This is an optimization exercise on Yosys and OpenROAD, whose aim is small area and a short achievable clock period, not a production implementation.
RTL that was checked went through simulation tests only; none was proved equivalent to the original.
Only the layout flow was run in run 1; the RTL was not checked for function there.
Power is estimated from default activity; no workload was simulated.

==> flow/design.v (outline; a module is shown in full before it is edited, if it fits) <==
// module mk_mac: 954 lines
module mk_mac(CLK,
	      RST_N,
	      put_inp_A_a,
	      EN_put_inp_A,
	      RDY_put_inp_A,
	      put_inp_B_b,
	      EN_put_inp_B,
	      RDY_put_inp_B,
	      put_inp_C_c,
	      EN_put_inp_C,
	      RDY_put_inp_C,
	      put_inp_sel_sel,
	      EN_put_inp_sel,
	      RDY_put_inp_sel,
	      get_mac_op,
	      RDY_get_mac_op);
  // ...
==> flow/flow/run.sh <==
#!/bin/bash
# Layout flow: the standard synthesis; then the combinational logic of its
# netlist is re-mapped by ABC with every flip-flop instance (name, cell type,
# connections) kept as it is, and the result is checked equivalent to the
# standard netlist (if the check fails, the standard netlist is used); then
# the standard layout steps, with faster port buffers and a tighter
# timing-repair target.  Each tool writes its own log here.
set -e
W=$(pwd)
ABC_D=9.0          # delay target (ps) for the gate sizing in ABC
bash standard.sh synth > synth.log 2>&1

RES=$(dirname "$(find "$W/orfs/results" -name 1_2_yosys.v | head -1)")
LOGD=$(dirname "$(find "$W/orfs/logs" -name 1_2_yosys.log | head -1)")
OBJ=$(dirname "$(find "$W/orfs/objects" -name abc.constr | head -1)")
LIB="$FLOW_HOME/platforms/$FLOW_PLATFORM/lib/sky130_fd_sc_hd__tt_025C_1v80.lib"
YOSYS=$(command -v yosys || echo "$FLOW_HOME/../tools/install/yosys/bin/yosys")
DU=$(grep -o -- '-dont_use [A-Za-z0-9_]*' "$LOGD/1_2_yosys.log" | sort -u | tr '\n' ' ')
KEEP="=sky130_fd_sc_hd__dfxtp_1 =sky130_fd_sc_hd__edfxtp_1 =sky130_fd_sc_hd__conb_1"
cp "$RES/1_2_yosys.v" "$W/std_netlist.v"

sed -e "s#@LIB@#$LIB#g" -e "s#@KEEP@#$KEEP#g" -e "s#@IN@#$W/std_netlist.v#g" \
    -e "s#@SCRIPT@#$W/flow/resyn.abc#g" -e "s#@DU@#$DU#g" -e "s#@CONSTR@#$OBJ/abc.constr#g" \
    -e "s#@D@#$ABC_D#g" -e "s#@OUT@#$W/resyn_netlist.v#g" flow/resyn.ys.in > resyn.ys
sed -e "s#@LIB@#$LIB#g" -e "s#@GOLD@#$W/std_netlist.v#g" -e "s#@GATE@#$W/resyn_netlist.v#g" \
    flow/equiv.ys.in > equiv.ys

if "$YOSYS" -l resyn.log resyn.ys > /dev/null 2>&1 &&
   "$YOSYS" -l equiv.log equiv.ys > /dev/null 2>&1 &&
   grep -q "Equivalence successfully proven" equiv.log; then
  cp "$W/resyn_netlist.v" "$RES/1_2_yosys.v"
  bash standard.sh synth > synth2.log 2>&1
else
  echo "re-mapping not used" > resyn_skipped.txt
fi

bash standard.sh "BUFFER_PORTS_ARGS=-buffer_cell sky130_fd_sc_hd__buf_2" SETUP_SLACK_MARGIN=6.15 finish > layout.log 2>&1
==> flow/flow/equiv.ys.in <==
# Equivalence of the re-mapped netlist with the standard one; the flip-flops
# pair up by instance name.
read_liberty -wb -ignore_miss_func @LIB@
read_verilog @GOLD@
rename mk_mac gold
read_verilog @GATE@
rename mk_mac gate
flatten -wb gold gate
opt_clean gold gate
async2sync
equiv_make gold gate equiv
hierarchy -top equiv
equiv_simple
equiv_status
==> flow/flow/resyn.abc <==
strash
&get -n
&st
&syn2
&dch -f
&nf
&put
buffer -c
upsize -c
dnsize -c
==> flow/flow/resyn.ys.in <==
# Re-map the combinational logic of the standard synthesis netlist, keeping
# every flip-flop instance (name, cell type and connections) as it is.
read_liberty -wb -ignore_miss_func @LIB@
setattr -mod -set keep_hierarchy 1 @KEEP@
read_verilog @IN@
hierarchy -top mk_mac
flatten -wb
opt -purge
abc -script @SCRIPT@ -liberty @LIB@ @DU@ -constr @CONSTR@ -D @D@
opt_clean -purge
hilomap -singleton -hicell sky130_fd_sc_hd__conb_1 HI -locell sky130_fd_sc_hd__conb_1 LO
insbuf -buf sky130_fd_sc_hd__buf_4 A X
splitnets
opt_clean -purge
stat -liberty @LIB@
write_verilog -noattr -noexpr -nohex -nodec @OUT@
==> flow/standard.sh <==
#!/bin/bash
# synth_recipe.tcl (not shown) runs the flow's synth.tcl, then flattens the netlist and writes it again
# the make line also repeats each setting of config.mk as NAME=value (left out here)
make -C /OpenROAD-flow-scripts/flow DESIGN_CONFIG=/design/flow/config.mk WORK_HOME=/design/flow/orfs CLKGATE_MAP_FILE= SYNTH_SCRIPT=/design/flow/synth_recipe.tcl "${@:-finish}"
==> flow/config.mk <==
export PLATFORM = sky130hd
export DESIGN_NAME = mk_mac
export DESIGN_NICKNAME = mk_mac
export VERILOG_FILES = /design/flow/design.v
export SDC_FILE = /design/flow/constraint.sdc
export NUM_CORES = 8
export LEC_CHECK = 0
export ABC_AREA = 0
export CAP_MARGIN = 0
export CORE_MARGIN = 2
export CORE_UTILIZATION = 65
export CTS_CLUSTER_DIAMETER = 100
export CTS_CLUSTER_SIZE = 32
export PLACE_DENSITY = 0.75
export SLEW_MARGIN = 0
==> flow/constraint.sdc <==
create_clock -name core_clock -period 9.0 [get_ports {CLK}]
set_input_delay 1.8000 -clock core_clock [delete_from_list [all_inputs] [get_ports {CLK}]]
set_output_delay 1.8000 -clock core_clock [all_outputs]
set_load 0.01 [all_outputs]
==> summary.txt, run 1 <==
GRT
In the global route stage, met2 resource usage came out at 46.4%. met2 is the most crowded layer. Global routing used 34.7% of the available met1 tracks. The fraction of met3 tracks used by global routing is 2.26%.

Power
Of the total power, the share spent switching nets is 34.2%. The total power is 8000 uW. For this design the ratio of total power to cell area is 310 nW/um^2. The relative contribution of sequential cells to total power is 50.5%. The combinational group share of total power is 32.7%.

In this run the power spent charging and discharging nets is 2740 uW.

Timing
The number of hold violations in the final report is 0. For the pin with the worst max-slew slack, the measured transition is 1240 ps. The final setup slack of the worst path is 6160 ps. Setup repair after global routing could not meet its margin everywhere.

Clock tree
After clock tree synthesis, the clock-pin slew on the worst setup and hold paths is 120 ps. The clock insertion delay at the later pin of the skew report is 580 ps. CTS built an H-tree with a depth of 1. The CTS tree is built. The hold buffer count at cts is 0. TritonCTS created 24 clock buffers. The tree is rooted in a sky130_fd_sc_hd__clkbuf_16. After clock tree synthesis, the setup repair step added 7 buffers.

Detailed routing
The count of nets left with antenna violations once routing finished came out at 0. The highest layer touched by signal routing is met4.

Die
The height of the die is 195 um. The tap cell count is 468.

Setup path
The type of element launching the critical path is a register. For the worst flop-to-flop path, the logic depth is 10. The timing endpoint of the critical path is get_mac_op[24]. Traced cell by cell, the critical path runs through buf_6. The total buffers and inverters traversed by the critical path is 1.

Final layout
The library cells used most frequently in the layout, excluding fill and tap cells, are sky130_fd_sc_hd__dfxtp_1, sky130_fd_sc_hd__nor2_1, sky130_fd_sc_hd__nand2_1. Excluding fillers, the count of instances in the completed layout stands at 2812. The area-dominant cell class after layout is registers.

The sequential cells in the finished layout cover a total of 13800 um^2. Counting the clock-network buffers in the layout gives 35. The post-route netlist has 13.4% of its cells at a drive strength greater than 1.

Place
The number of placed instances, taps included, is 2754. The setup slack at placement is 5610 ps.

Job
The tool flagged a number of max-cap violations equal to 0.

Synth
For this run, the number of Yosys warnings is 1. The number of instances in the synthesized netlist is 2255.

Worst hold path
The worst hold path was traced through 0 stages.

Status
The run finished with no timing, DRC or antenna violations.
==> run 2, diff against run 1 <==
--- a/flow/design.v
+++ b/flow/design.v
@@ -54,20 +54,30 @@
   wire zA = (eA == 8'd0), zB = (eB == 8'd0);
   wire iA = (eA == 8'd255), iB = (eB == 8'd255);
   wire cls_zi = (iA & zB) | (zA & iB);
   wire [1:0] cls_in = cls_zi ? 2'd0 : (zA | zB) ? 2'd1 : (iA | iB) ? 2'd2 : 2'd3;
   reg [1:0] lc;
   always @(posedge CLK)
     if (!rg_sel) lc <= cls_in;
   wire [7:0] e_sum = (eA + eB + 8'd1) ^ 8'h80;     
-  wire md_i8 = rg_sel;
-  wire md_ua = rg_sel & ~rg_A[7], md_va = rg_sel & rg_A[7];
-  wire md_ub = rg_sel & ~rg_B[7], md_vb = rg_sel & rg_B[7];
-  wire md_w  = ~rg_sel | (rg_A[7] & rg_B[7]);
+  wire [7:0] e_clamp = (e_sum[7:1] != 7'd0 && e_sum[7:1] != 7'h7f) ? e_sum : 8'd0;
+  wire [7:0] exp_add = cls_zi ? 8'd255 : (zA | zB) ? 8'd0 : (iA | iB) ? 8'd255 : e_clamp;
+  wire nx_sel = EN_put_inp_sel ? put_inp_sel_sel : rg_sel;
+  wire nx_a7  = EN_put_inp_A ? put_inp_A_a[7] : rg_A[7];
+  wire nx_b7  = EN_put_inp_B ? put_inp_B_b[7] : rg_B[7];
+  reg md_i8, md_ua, md_va, md_ub, md_vb, md_w;
+  always @(posedge CLK) begin
+    md_i8 <= nx_sel;
+    md_ua <= nx_sel & ~nx_a7;
+    md_va <= nx_sel & nx_a7;
+    md_ub <= nx_sel & ~nx_b7;
+    md_vb <= nx_sel & nx_b7;
+    md_w  <= ~nx_sel | (nx_a7 & nx_b7);
+  end
   wire mt_1 = (md_i8 & rg_C[5]) ^ (rg_A[0] & rg_B[5]);
   wire mt_2 = (md_i8 & rg_C[5]) & (rg_A[0] & rg_B[5]);
   wire mt_3 = (md_i8 & rg_C[6]) ^ (rg_A[0] & rg_B[6]) ^ (rg_A[1] & rg_B[5]);
   wire mt_4 = ((md_i8 & rg_C[6]) & (rg_A[0] & rg_B[6])) | ((md_i8 & rg_C[6]) & (rg_A[1] & rg_B[5])) | ((rg_A[0] & rg_B[6]) & (rg_A[1] & rg_B[5]));
   wire mt_5 = (rg_A[2] & rg_B[4]) ^ (rg_A[3] & rg_B[3]);
   wire mt_6 = (rg_A[2] & rg_B[4]) & (rg_A[3] & rg_B[3]);
   wire mt_7 = (md_i8 & rg_C[7]) ^ (rg_A[1] & rg_B[6]) ^ (rg_A[2] & rg_B[5]);
   wire mt_8 = ((md_i8 & rg_C[7]) & (rg_A[1] & rg_B[6])) | ((md_i8 & rg_C[7]) & (rg_A[2] & rg_B[5])) | ((rg_A[1] & rg_B[6]) & (rg_A[2] & rg_B[5]));
@@ -175,30 +185,26 @@
   wire mt_110 = (mt_60 & mt_83) | (mt_60 & mt_82) | (mt_83 & mt_82);
   wire mt_111 = (md_i8 & rg_C[14]) ^ md_w ^ mt_84;
   wire mt_112 = ((md_i8 & rg_C[14]) & md_w) | ((md_i8 & rg_C[14]) & mt_84) | (md_w & mt_84);
   wire mt_113 = (md_i8 & rg_C[15]) ^ md_i8;
   wire mt_114 = (md_i8 & rg_C[15]) & md_i8;
   wire [17:0] mt_r0 = {1'b0, mt_114, mt_112, mt_110, mt_108, mt_106, mt_104, mt_102, mt_100, mt_98, mt_96, mt_94, mt_92, mt_90, mt_88, mt_86, mt_85, (md_i8 & rg_C[0])};
   wire [17:0] mt_r1 = {1'b0, 1'b0, mt_113, mt_111, mt_109, mt_107, mt_105, mt_103, mt_101, mt_99, mt_97, mt_95, mt_93, mt_91, mt_89, mt_87, (rg_A[1] & rg_B[0]), (rg_A[0] & rg_B[0])};
   reg        t0_s;
-  reg [7:0]  t0_e;                  
-  reg [1:0]  t0_k;                  
+  reg [7:0]  t0_e;
   reg [17:0] t0_r0, t0_r1;
   reg [31:0] t0_c;
   always @(posedge CLK) begin
     t0_s  <= rg_A[15] ^ rg_B[15];
-    t0_e  <= e_sum;
-    t0_k  <= cls_in;
+    t0_e  <= exp_add;
     t0_r0 <= mt_r0;
     t0_r1 <= mt_r1;
     t0_c  <= rg_C;
   end
-  wire [7:0] e_clamp = (t0_e[7:1] != 7'd0 && t0_e[7:1] != 7'h7f) ? t0_e : 8'd0;
-  wire [7:0] exp_add = (t0_k == 2'd3) ? e_clamp : (t0_k == 2'd1) ? 8'd0 : 8'd255;
   wire ca_g1 = t0_r0[0] & t0_r1[0];
   wire ca_x2 = t0_r0[0] ^ t0_r1[0];
   wire ca_g3 = t0_r0[1] & t0_r1[1];
   wire ca_x4 = t0_r0[1] ^ t0_r1[1];
   wire ca_g5 = t0_r0[2] & t0_r1[2];
   wire ca_x6 = t0_r0[2] ^ t0_r1[2];
   wire ca_g7 = t0_r0[3] & t0_r1[3];
   wire ca_x8 = t0_r0[3] ^ t0_r1[3];
@@ -321,17 +327,17 @@
   wire [17:0] t0_sum = {ca_s124, ca_s123, ca_s122, ca_s121, ca_s120, ca_s119, ca_s118, ca_s117, ca_s116, ca_s115, ca_s114, ca_s113, ca_s112, ca_s111, ca_s110, ca_s109, ca_s108, ca_s107};
   reg        t1_s;
   reg [7:0]  t1_e;
   reg [15:0] t1_p;
   reg [1:0]  t1_q;
   reg [31:0] t1_c;
   always @(posedge CLK) begin
     t1_s <= t0_s;
-    t1_e <= exp_add;
+    t1_e <= t0_e;
     t1_p <= t0_sum[15:0];
     t1_q <= t0_sum[17:16];
     t1_c <= t0_c;
   end
   reg [15:0] i8_lo, i8_ch;
   reg [1:0]  i8_q;
   always @(posedge CLK)
     if (!vld[1]) begin
@@ -408,19 +414,22 @@
   wire [15:0] c_fl = ({16{i8_q[1]}} & c_o) | ({16{~i8_q[1] & ~i8_q[0]}} & c_z);
   wire [31:0] i8_res = {i8_ch ^ c_fl, i8_lo};
   wire [7:0] m1 = t1_p[15] ? t1_p[15:8] : t1_p[14:7];
   wire g1 = t1_p[15] ? t1_p[8] : t1_p[7];
   wire r1 = t1_p[15] ? t1_p[7] : t1_p[6];
   wire st1 = t1_p[15] ? (t1_p[6:0] != 7'd0) : (t1_p[5:0] != 6'd0);
   wire rnd1 = r1 & (g1 | st1);
   wire [8:0] m9 = {1'b0, m1} + {8'd0, rnd1};
-  wire       mcy = m9[8];
-  wire [7:0] e1 = t1_e + {6'd0, t1_p[15] & mcy, t1_p[15] ^ mcy};
-  wire       e1max = (e1 == 8'd255);
+  wire [7:0] e1p1 = t1_e + 8'd1;
+  wire [7:0] e1p2 = t1_e + 8'd2;
+  wire       mcy = rnd1 & (m1 == 8'hff);
+  wire [7:0] e1 = (t1_p[15] & mcy) ? e1p2 : (t1_p[15] | mcy) ? e1p1 : t1_e;
+  wire       e1max = (t1_p[15] & mcy) ? (t1_e == 8'd253) :
+                     (t1_p[15] | mcy) ? (t1_e == 8'd254) : (t1_e == 8'd255);
   wire [6:0] f1 = e1max ? 7'd0 : m9[6:0];
   reg        t2_s;
   reg [7:0]  t2_e;
   reg [6:0]  t2_f;
   reg [31:0] t2_c;
   always @(posedge CLK) begin
     t2_s <= t1_s;
     t2_e <= e1;
@@ -435,59 +444,61 @@
   wire       nswp = npc9[8];                     
   wire [7:0] npc = npc9[7:0];
   wire [7:0] ncp = ce2 - t2_e;
   wire [7:0] ndif = nswp ? ncp : npc;
   wire       nexc = (t2_e == 8'd255) | ci2;
   wire       nboth0 = (t2_e == 8'd0) & cz2;
   wire       nasel = nexc ? (ci2 & (t2_e != 8'd255))
                           : (nboth0 | ({t2_e, t2_f} <= {ce2, t2_c[22:16]}));
-  wire       z3   = (k3 == 2'd3) ? nboth0 : (k3 == 2'd1) ? cz2 : 1'b0;
-  wire       exc3 = (k3 == 2'd3) ? nexc : (k3 == 2'd1) ? ci2 : 1'b1;
-  wire       nan3 = (t2_c[22:0] != 23'd0) | ((k3 == 2'd3) ? (t2_f != 7'd0) : (k3 == 2'd0));
-  reg        t3_s, t3_asel;
+  wire       z3 = (k3 == 2'd3) ? nboth0 : (k3 == 2'd1) ? cz2 : 1'b0;
+  reg        t3_s, t3_asel, t3_exc, t3_nan;
   reg [4:0]  t3_sh;
   reg [7:0]  t3_e;
   reg [6:0]  t3_f;
   reg [22:0] t3_cf;
   reg        t3_cs;
   always @(posedge CLK) begin
     t3_s  <= t2_s;
     t3_cs <= t2_c[31];
-    t3_cf <= exc3 ? {nan3, 22'd0} : z3 ? 23'd0 : t2_c[22:0];
-    t3_f  <= exc3 ? {nan3, 6'd0} : ((k3 == 2'd3) & ~nboth0) ? t2_f : 7'd0;
+    t3_cf <= z3 ? 23'd0 : t2_c[22:0];
     case (k3)
       2'd3: begin
-        t3_e <= nswp ? ce2 : t2_e; t3_asel <= nasel;
+        t3_f <= nboth0 ? 7'd0 : t2_f; t3_e <= nswp ? ce2 : t2_e; t3_asel <= nasel;
         t3_sh <= (nexc | (ndif[7:5] != 3'd0)) ? 5'd31 : ndif[4:0];
+        t3_exc <= nexc; t3_nan <= (t2_c[22:0] != 23'd0) | (t2_f != 7'd0);
       end
       2'd1: begin
-        t3_e <= ce2; t3_asel <= 1'b1;
+        t3_f <= 7'd0; t3_e <= ce2; t3_asel <= 1'b1;
         t3_sh <= (ci2 | (ce2[7:5] != 3'd0)) ? 5'd31 : ce2[4:0];
+        t3_exc <= ci2; t3_nan <= (t2_c[22:0] != 23'd0);
       end
       default: begin
-        t3_e <= 8'd255; t3_asel <= 1'b0;
+        t3_f <= {~k3[1], 6'd0}; t3_e <= 8'd255; t3_asel <= 1'b0;
         t3_sh <= 5'd31;
+        t3_exc <= 1'b1; t3_nan <= (t2_c[22:0] != 23'd0) | ~k3[1];
       end
     endcase
   end
   wire        asel = t3_asel;
   wire [22:0] mf3 = {t3_f, 16'd0};
   wire [22:0] af3 = asel ? t3_cf : mf3;
   wire [22:0] bf3 = asel ? mf3 : t3_cf;
   wire [26:0] bm3 = {1'b1, bf3, 3'b0};
   wire        sub3 = t3_s ^ t3_cs;
   wire [26:0] shf3 = (bm3 >> t3_sh) ^ {27{sub3}};
-  reg        t4_sub, t4_s;
+  reg        t4_sub, t4_s, t4_exc, t4_nan;
   reg [7:0]  t4_e;
   reg [22:0] t4_a;
   reg [26:0] t4_b;
   always @(posedge CLK) begin
     t4_sub <= sub3;
     t4_s   <= asel ? t3_cs : t3_s;
+    t4_exc <= t3_exc;
+    t4_nan <= t3_nan;
     t4_e   <= t3_e + 8'd2;
     t4_a   <= af3;
     t4_b   <= shf3;
   end
   wire ad_g1 = 1'b0 & t4_b[0];
   wire ad_x2 = 1'b0 ^ t4_b[0];
   wire ad_g3 = 1'b0 & t4_b[1];
   wire ad_x4 = 1'b0 ^ t4_b[1];
@@ -696,21 +707,23 @@
   wire ad_s207 = ad_x44 ^ ad_g170;
   wire ad_s208 = ad_x46 ^ ad_g172;
   wire ad_s209 = ad_x48 ^ ad_g174;
   wire ad_s210 = ad_x50 ^ ad_g176;
   wire ad_s211 = ad_x52 ^ ad_g178;
   wire ad_s212 = ad_x54 ^ ad_g180;
   wire ad_s213 = ad_x56 ^ ad_g182;
   wire [27:0] sum4 = {ad_s213, ad_s212, ad_s211, ad_s210, ad_s209, ad_s208, ad_s207, ad_s206, ad_s205, ad_s204, ad_s203, ad_s202, ad_s201, ad_s200, ad_s199, ad_s198, ad_s197, ad_s196, ad_s195, ad_s194, ad_s193, ad_s192, ad_s191, ad_s190, ad_s189, ad_s188, ad_s187, ad_s186};
-  reg        t5_s;
+  reg        t5_s, t5_exc, t5_nan;
   reg [7:0]  t5_e;
   reg [27:0] t5_m;
   always @(posedge CLK) begin
     t5_s   <= t4_s;
+    t5_exc <= t4_exc;
+    t5_nan <= t4_nan;
     t5_e   <= t4_e;
     t5_m   <= sum4;
   end
   wire lz_v1 = t5_m[27] | t5_m[26];
   wire lz_c2 = ~t5_m[27];
   wire lz_v3 = t5_m[25] | t5_m[24];
   wire lz_c4 = ~t5_m[25];
   wire lz_v5 = t5_m[23] | t5_m[22];
@@ -795,36 +808,39 @@
   wire lz_c84 = lz_v73 ? lz_c74 : lz_c79;
   wire lz_c85 = lz_v73 ? lz_c75 : lz_c80;
   wire lz_c86 = lz_v73 ? lz_c76 : lz_c81;
   wire lz_c87 = lz_v73 ? lz_c77 : lz_c82;
   wire lz_c88 = ~lz_v73;
   wire lz_v = lz_v83;
   wire [4:0] lz_c = {lz_c88, lz_c87, lz_c86, lz_c85, lz_c84};
   wire [4:0] lz = lz_v ? lz_c : 5'd2;
-  reg        t6_s;
+  reg        t6_s, t6_exc, t6_nan;
   reg [7:0]  t6_e;
-  reg [4:0]  t6_l;
+  reg [4:0]  t6_l, t6_ln;          
   reg [27:0] t6_m;
   always @(posedge CLK) begin
     t6_s   <= t5_s;
+    t6_exc <= t5_exc;
+    t6_nan <= t5_nan;
     t6_e   <= t5_e;                 
     t6_l   <= lz;
+    t6_ln  <= ~lz;
     t6_m   <= t5_m;
   end
   wire [27:0] nm = t6_m << t6_l;
   wire v6 = vld[6];
   reg        t7_s, t7_rnd;
   reg [7:0]  t7_e;
   reg [22:0] t7_f;
   always @(posedge CLK) begin
     t7_s   <= v6 & t6_s;
-    t7_e   <= ~v6 ? 8'd0 : t6_e + {3'b111, ~t6_l};    
-    t7_f   <= ~v6 ? 23'd0 : nm[26:4];
-    t7_rnd <= v6 & nm[3] & (nm[4] | (nm[2:0] != 3'd0));
+    t7_e   <= ~v6 ? 8'd0 : t6_exc ? 8'd255 : t6_e + {3'b111, t6_ln};    
+    t7_f   <= ~v6 ? 23'd0 : t6_exc ? (t6_nan ? 23'h400000 : 23'd0) : nm[26:4];
+    t7_rnd <= v6 & ~t6_exc & nm[3] & (nm[4] | (nm[2:0] != 3'd0));
   end
   wire ri_g1 = 1'b0 | (t7_f[1] & (t7_rnd & t7_f[0]));
   wire ri_p2 = t7_f[1] & t7_f[0];
   wire ri_g3 = 1'b0;
   wire ri_p4 = t7_f[3] & t7_f[2];
   wire ri_g5 = 1'b0;
   wire ri_p6 = t7_f[5] & t7_f[4];
   wire ri_g7 = 1'b0;
--- a/flow/flow/run.sh
+++ b/flow/flow/run.sh
@@ -29,9 +29,9 @@
    "$YOSYS" -l equiv.log equiv.ys > /dev/null 2>&1 &&
    grep -q "Equivalence successfully proven" equiv.log; then
   cp "$W/resyn_netlist.v" "$RES/1_2_yosys.v"
   bash standard.sh synth > synth2.log 2>&1
 else
   echo "re-mapping not used" > resyn_skipped.txt
 fi
 
-bash standard.sh "BUFFER_PORTS_ARGS=-buffer_cell sky130_fd_sc_hd__buf_2" SETUP_SLACK_MARGIN=6.15 finish > layout.log 2>&1
+bash standard.sh "BUFFER_PORTS_ARGS=-buffer_cell sky130_fd_sc_hd__buf_2" SETUP_SLACK_MARGIN=6.2 finish > layout.log 2>&1
--- a/flow/config.mk
+++ b/flow/config.mk
@@ -5,11 +5,11 @@
 export SDC_FILE = /design/flow/constraint.sdc
 export NUM_CORES = 8
 export LEC_CHECK = 0
 export ABC_AREA = 0
 export CAP_MARGIN = 0
 export CORE_MARGIN = 2
 export CORE_UTILIZATION = 65
 export CTS_CLUSTER_DIAMETER = 100
-export CTS_CLUSTER_SIZE = 32
+export CTS_CLUSTER_SIZE = 30
 export PLACE_DENSITY = 0.75
 export SLEW_MARGIN = 0
==> summary.txt, run 2 <==
Final layout
The area used by sequential logic in the layout came to 14100 um^2 (+2.2%). The final layout net count is 2461. The number of antenna diodes in the final layout is 0. The most common library cell in the layout ignoring fill and taps is sky130_fd_sc_hd__dfxtp_1. The share of post-route cells with drive strength above 1 is 12.6% (-0.71 points). The combined area of the multi-input logic cells is 9860 um^2.

The layout-stage area growth over the synthesis result is 8.84%. The post-layout utilization of the core is 72.0%. Leaving out fill and tap cells, the most frequent cells in the layout are sky130_fd_sc_hd__dfxtp_1, sky130_fd_sc_hd__nor2_1, sky130_fd_sc_hd__nand2_1. The fill cell instance count of the final layout is 2649.

Place
The post-DP HPWL is 39700 um. The number of port buffers is 102. At the end of routability-driven placement, the weighted congestion stood at 0.933.

Setup path
In this design, the stage delay of the slowest critical-path cell is 380 ps. Walking the worst path, the cells encountered are buf_6. On the critical path, the stage with the largest delay is an instance of sky130_fd_sc_hd__dfxtp_4.

The kind of end point of the critical path is an output port. STA classifies the critical path startpoint as a register. The critical path is of the reg2out type.

Data on the critical path arrives at its endpoint at 1100 ps. The total buffers and inverters traversed by the critical path is 1 (unchanged). The endpoint required time on the critical path is 7200 ps. The maximum fanout along the worst path is 1. Among cell families on the critical path, the largest total delay comes from flip-flops.

Clock tree
The clock tree buffer depth is 3. The TritonCTS sink count is 652. The TritonCTS buffer count is 26 (+8.3%). The clock root buffer is sky130_fd_sc_hd__clkbuf_16.

The maximum level of the CTS H-tree is 1 (unchanged). The clock insertion delay at the later pin of the skew report is 600 ps (+20 ps). The hold buffer count at cts is 0 (unchanged). The CTS tree is built.

The post-CTS clock slew at the launch and capture registers of the worst setup and hold paths came to 110 ps (about the same).

Detailed routing
The number of vias per cell is 5.65. The via total after detailed routing is 16216. The remaining antenna violation count was 0 (unchanged). The first detailed-routing pass took 6 iterations. After detailed routing, the total wire length is 53200 um.

In the routed design, unresolved DRC markers number 0. The routed wirelength normalized by instance count is 18.5 um. The DRC marker count from the first detailed-route iteration is 927.

Synth
In this run the cell area of the synthesized design comes to 24200 um^2. The total of warnings raised by yosys is 1 (unchanged). A synthesized cell averages 10.5 um^2.

The number of instances in the synthesized netlist is 2309 (+2.4%).

Timing
Setup repair after global routing could not meet its margin everywhere. The slew of the pin with the lowest slew margin is 1140 ps (-98.1 ps). Counting I/O delays and the setup requirement, the final critical path takes 2900 ps. The achievable frequency is 0.345 GHz.

After layout, the worst path uses 32.2% of the clock period. After routing, the total negative slack on setup checks comes to 0 ps. Setup violations remaining at the end of the flow were counted as 0. The number of slew-limit violations in the final report is 0. Clock skew on the completed layout was measured at 27.8 ps. The worst pin sits at a relative slew slack of 23.9%.

The number of hold violations in the final report is 0 (unchanged).

GRT
Global routing used 26.9% of the available tracks. Global routing finished with a remaining overflow of 0. Entering global routing, the biggest net connects 75 pins. The number of antenna violations at the first check in global routing came to 0. The first global-routing pass estimated 81700 um of wire.

The via count of the first global-routing pass is 15532.

Die
In this run the horizontal extent of the chip is 197 um. The overall die area is 38800 um^2. The standard-cell row count is 70. The height of the die is 197 um (+0.80%). 108 I/O pins were placed. After floorplanning, the core was sized to cover 36600 um^2. The initial utilization of the core area, before any placement, comes to 66.1%.

Power
The analysis attributes to cell leakage a power of 0.0105 uW. Across the VDD grid, the largest voltage drop is 0.248 mV. The power per cell area is 311 nW/um^2 (+0.45%).

Worst hold path
The worst hold path belongs to the class reg2reg.

Job
The count of maximum capacitance violations is 0 (unchanged).

Status
The run finished with no timing, DRC or antenna violations.
-- run 2: repair_timing --
action | in CTS | in global routing
pin swaps | 1 | 20
setup endpoints to repair | 57 | 91
cloned | 0 | 1
gates resized for setup | 50 | 55
buffers inserted | 11 | 12
-- run 2: per-layer routing --
layer	vias up	share of wire (%)	GRT usage (%)
met4	0	2.7	7.27
met3	90	4.4	2.75
li1	8006	-	-
met1	7681	43	34.9
met2	439	50	48.3
met5	-	0	0
-- run 2: final cells by class --
type	count	share of cell area, %
sequential	652	53.4
clock buffer	37	2.63
timing repair buffer	133	3.41
tap	468	2.22
inverter	49	0.698
multi-input combinational	1528	37.4
clock inverter	5	0.233
-- run 2: path summary, 6_finish.rpt --
kind | from | endpoint | slack, ps | cells after the start
hold / removal | t0_e[1]$_SDFF_PP1_ | t1_e[1]$_DFF_P_ | 310 | 0
hold reg to reg | t0_e[1]$_SDFF_PP1_ | t1_e[1]$_DFF_P_ | 310 | 0
setup reg to reg | i8_q[0]$_DFFE_PN_ | rg_out[31]$_DFF_P_ | 6170 | 10
setup / recovery | rg_out[30]$_DFF_P_ | get_mac_op[30] | 6100 | 1
-- run 2: report_power, final --
| part | leakage, uW | switching, uW | internal [uW] | total [uW] |
|---|---|---|---|---|
| sequential | 0.00559 | 595 | 3620 | 4210 |
| combinational | 0.00449 | 1420 | 1170 | 2590 |
| clock | 0.000362 | 840 | 555 | 1390 |
| total | 0.0105 | 2860 | 5340 | 8190 |
-- run 2: through the flow --
step	cells	area, um^2	hold slack, ps	setup slack [ps]	total power (uW)
2_1_floorplan	2313	24200	310	6330	6000
6_report	2872	26400	311	6100	8190
5_1_grt	2872	26400	322	6070	8670
4_1_cts	2859	26100	316	6070	8130
3_5_place_dp	2806	25100	312	6030	6710
3_3_place_gp	2806	25100	310	6130	6630

[port drivers added, routing unchanged]
The results above use ideal ports. As a check the final layouts listed here were re-extracted and re-timed, cells and wires unchanged.
Step 1, drivers: a clkbuf_16 drives CLK and a buf_2 each remaining input, both assumed.
Step 2 adds t to the input delays and takes it off the output delays; t is the mean of the earliest and latest rising clock arrival at the registers after step 1. Input paths then give back, and output paths get back, about the clock's delay inside the block.
a / b / c = no drivers / after step 1 / after step 2; a / b = the first two.
run | t (ns) | setup slack, ns | worst hold slack (ns) | worst slew at a driven data input, ns | cell pins on the clock port's net
run 1 | 0.624 | 6.155 / 6.101 / 6.159 | 0.324 / 0.324 / 0.324 | 0.05 | 1
run 2 | 0.635 | 6.101 / 6.048 / 6.100 | 0.311 / 0.311 / 0.311 | 0.04 | 1
After both steps setup and hold are still met in every run listed. For run 2, which loses most, drivers alone change the setup slack by -0.053 ns; drivers and shift together by -0.001 ns.
